From an optimization exercise on the open Yosys and OpenROAD flow, aimed at small area, a short achievable clock period and few clock cycles; shortcuts taken in it are not production practice.
Where RTL was checked, it was by simulation tests only, not by an equivalence proof against the original.

==> 03-20 <==
==> flow/design.v (excerpt) <==
module HW3_FPMUL_SP(Clk, Rst, St, FPmplier, FPmcand, Done, Ovf, Unf, FPproduct);
  input Clk, Rst, St;
  input [31:0] FPmcand;
  input [31:0] FPmplier;
  output reg Done;
  output Ovf, Unf;
  output [31:0] FPproduct;
  reg busy;                 
  reg [22:0] M;             
  reg [25:1] M3;            
  reg [8:0] ES;             
  reg sgn;
  reg [24:0] P;             
  wire [23:0] mi = {1'b1, FPmcand[22:0]};
  wire [24:0] qi = {1'b1, FPmplier[22:0], 1'b0};    
  wire [25:0] m3i = {1'b0, mi, 1'b0} + {2'b00, mi};
  reg [24:0] Q;
  always @(posedge Clk) begin
    M <= FPmcand[22:0];
    M3 <= m3i[25:1];
    Q <= qi;
  end
  wire [7:0] s1, s2, s3, s4, ng;
  genvar g;
  generate for (g = 0; g < 8; g = g + 1) begin : enc
    wire [3:0] b = Q[3*g+3:3*g];
    wire [2:0] v = {1'b0, b[2], 1'b0} + b[1] + b[0];
    wire [2:0] a = b[3] ? 3'd4 - v : v;
    assign s1[g] = (a == 3'd1);
    assign s2[g] = (a == 3'd2);
    assign s3[g] = (a == 3'd3);
    assign s4[g] = (a == 3'd4);
    assign ng[g] = b[3];
  end endgenerate
  wire [25:0] m1 = {2'b01, M};
  wire [25:0] m2 = {1'b1, M, 1'b0};
  wire [25:0] m3 = {M3, M[0]};
  wire [25:0] m4 = {1'b1, M, 2'b00};
  wire [25:0] y0 = (({26{s1[0]}} & m1) | ({26{s2[0]}} & m2) | ({26{s3[0]}} & m3) | ({26{s4[0]}} & m4)) ^ {26{ng[0]}};
  wire [25:0] y1 = (({26{s1[1]}} & m1) | ({26{s2[1]}} & m2) | ({26{s3[1]}} & m3) | ({26{s4[1]}} & m4)) ^ {26{ng[1]}};
  wire [25:0] y2 = (({26{s1[2]}} & m1) | ({26{s2[2]}} & m2) | ({26{s3[2]}} & m3) | ({26{s4[2]}} & m4)) ^ {26{ng[2]}};
  ...
Settings: LEC_CHECK=0, ABC_CLOCK_PERIOD_IN_PS=3500, CAP_MARGIN=20, CORE_MARGIN=2, CORE_UTILIZATION=40, SETUP_SLACK_MARGIN=5, SLEW_MARGIN=20; clock period 9.0 ns.
run.sh (not shown) runs the stock make flow with config.mk's settings and CLKGATE_MAP_FILE= SYNTH_SCRIPT=/design/flow/synth_recipe.tcl, a recipe that flattens the netlist after the stock synthesis.
==> 12-19: changes against 03-20 <==
--- a/flow/design.v
+++ b/flow/design.v
@@ -11,30 +11,30 @@
   reg [8:0] ES;             
   reg sgn;
   reg [24:0] P;             
   wire [23:0] mi = {1'b1, FPmcand[22:0]};
   wire [24:0] qi = {1'b1, FPmplier[22:0], 1'b0};    
   wire [25:0] m3i = {1'b0, mi, 1'b0} + {2'b00, mi};
-  reg [24:0] Q;
-  always @(posedge Clk) begin
-    M <= FPmcand[22:0];
-    M3 <= m3i[25:1];
-    Q <= qi;
-  end
-  wire [7:0] s1, s2, s3, s4, ng;
+  reg [7:0] s1, s2, s3, s4, ng;    
+  wire [7:0] s1i, s2i, s3i, s4i, ngi;
   genvar g;
   generate for (g = 0; g < 8; g = g + 1) begin : enc
-    wire [3:0] b = Q[3*g+3:3*g];
+    wire [3:0] b = qi[3*g+3:3*g];
     wire [2:0] v = {1'b0, b[2], 1'b0} + b[1] + b[0];
     wire [2:0] a = b[3] ? 3'd4 - v : v;
-    assign s1[g] = (a == 3'd1);
-    assign s2[g] = (a == 3'd2);
-    assign s3[g] = (a == 3'd3);
-    assign s4[g] = (a == 3'd4);
-    assign ng[g] = b[3];
+    assign s1i[g] = (a == 3'd1);
+    assign s2i[g] = (a == 3'd2);
+    assign s3i[g] = (a == 3'd3);
+    assign s4i[g] = (a == 3'd4);
+    assign ngi[g] = b[3];
   end endgenerate
+  always @(posedge Clk) begin
+    M <= FPmcand[22:0];
+    M3 <= m3i[25:1];
+    s1 <= s1i; s2 <= s2i; s3 <= s3i; s4 <= s4i; ng <= ngi;
+  end
   wire [25:0] m1 = {2'b01, M};
   wire [25:0] m2 = {1'b1, M, 1'b0};
   wire [25:0] m3 = {M3, M[0]};
   wire [25:0] m4 = {1'b1, M, 2'b00};
   wire [25:0] y0 = (({26{s1[0]}} & m1) | ({26{s2[0]}} & m2) | ({26{s3[0]}} & m3) | ({26{s4[0]}} & m4)) ^ {26{ng[0]}};
   wire [25:0] y1 = (({26{s1[1]}} & m1) | ({26{s2[1]}} & m2) | ({26{s3[1]}} & m3) | ({26{s4[1]}} & m4)) ^ {26{ng[1]}};
- SETUP_SLACK_MARGIN: 5 -> default
==> notes.md <==
- 03-20 went through all stages and came out clean. 12-19 completed with no timing, DRC or antenna violations.
- Of 03-20 and 12-19, 12-19 has the higher sequential share of layout area (gap 3.2 points).
- In register-to-register slack, 03-20 and 12-19 hardly differ.
- In 12-19 the global-route usage is lower than in 03-20, by 2.9 points.
- Non-clock buffer count: 03-20 is higher than 12-19 (105).
No run of this note included a check of the RTL's function; only the layout flow was run.


==> v12: inputs <==
HW3_FPMUL_SP, a different RTL version from the one above (not shown whole).
Settings: LEC_CHECK=0, ABC_CLOCK_PERIOD_IN_PS=600, CAP_MARGIN=20, CORE_MARGIN=2, CORE_UTILIZATION=40, CTS_BUF_LIST=sky130_fd_sc_hd__clkbuf_4 sky130_fd_sc_hd__clkbuf_8, SETUP_SLACK_MARGIN=5, SLEW_MARGIN=20; clock period 9.0 ns.
==> v39 (differences from v12) <==
==> flow/flow/run.sh (new file) <==
#!/bin/bash
# The standard layout, except that the port buffers are buf_2 cells rather than the
# default pick; every input and output port still gets its own buffer.
bash standard.sh "BUFFER_PORTS_ARGS=-buffer_cell sky130_fd_sc_hd__buf_2" finish > standard.log 2>&1
==> flow/standard.sh (new file) <==
#!/bin/bash
# synth_recipe.tcl (not shown) runs the flow's synth.tcl, then flattens the netlist and writes it again
# the make line also repeats each setting of config.mk as NAME=value (left out here)
make -C /OpenROAD-flow-scripts/flow DESIGN_CONFIG=/design/flow/config.mk WORK_HOME=/design/flow/orfs CLKGATE_MAP_FILE= SYNTH_SCRIPT=/design/flow/synth_recipe.tcl "${@:-finish}"
ABC_CLOCK_PERIOD_IN_PS = default   (was 600)
SETUP_SLACK_MARGIN = default   (was 5)
removed: flow/run.sh
==> qor summary <==
metric                                                                      v12                      v39
Number of inserted filler cells in the final layout                        3754                     3966
Number of diodes added for antenna fixing                                     0                        2
WL met2                                                                24.63 mm                 22.77 mm
Worst Setup Slack, final                                                3616 ps                  2351 ps
Hold WS                                                                820.6 ps                 701.1 ps
Run status                                              complete, no violations  complete, no violations
Utilization after layout                                                 0.4939                   0.4411
Total routed wire length on the met1 layer                             23.36 mm                 23.23 mm
GRT met2 Usage                                                           0.3900                   0.3667
Delay of the slowest critical-path stage                                 560 ps                   980 ps
Maximum fanout encountered on the critical timing path                       21                       16
Setup repair after global routing missed its margin                        true                    false
Non-clk buf share                                                        0.1075                  0.05118
Multi-input logic area                                                13290 µm²                12400 µm²
Number of setup buffers added after CTS                                      53                        0
Worst setup path startpoint                                               ng[3]                    ng[6]
Met3 layer wire length in the routed design                            6.219 mm                 5.876 mm
Critical path data arrival time                                         5620 ps                  6920 ps
Testbench counts of v12, summed over its fixed seeds: cycles 16,000.
Testbench counts of v39, summed over its fixed seeds: cycles 16,000.

-- static timing again, ports no longer ideal --
How much do the figures lean on ideal ports? The routed layouts below were timed once more, with nothing changed but the port constraints.
Step 1: set_driving_cell puts a clkbuf_16 on Clk and a buf_2 on each other input, an assumption about the parent block.
Step 2 adds t to the input delays and takes it off the output delays; t is the mean of the earliest and latest rising clock arrival at the registers after step 1. Input paths then give back, and output paths get back, about the clock's delay inside the block.
Three values: ideal ports, drivers, drivers and shift; two values: the first two.
run | t (ns) | slack for setup (ns) | clock arrival spread, ns
03-20 | 0.449 | 2.823 / 2.823 / 2.823 | 0.020 / 0.020
12-19 | 0.496 | 2.831 / 2.831 / 2.831 | 0.022 / 0.021
v12 | 0.538 | 3.616 / 3.616 / 3.616 | 0.030 / 0.029
v39 | 0.566 | 2.351 / 2.351 / 2.351 | 0.041 / 0.040
After both steps every run listed still meets setup and hold.
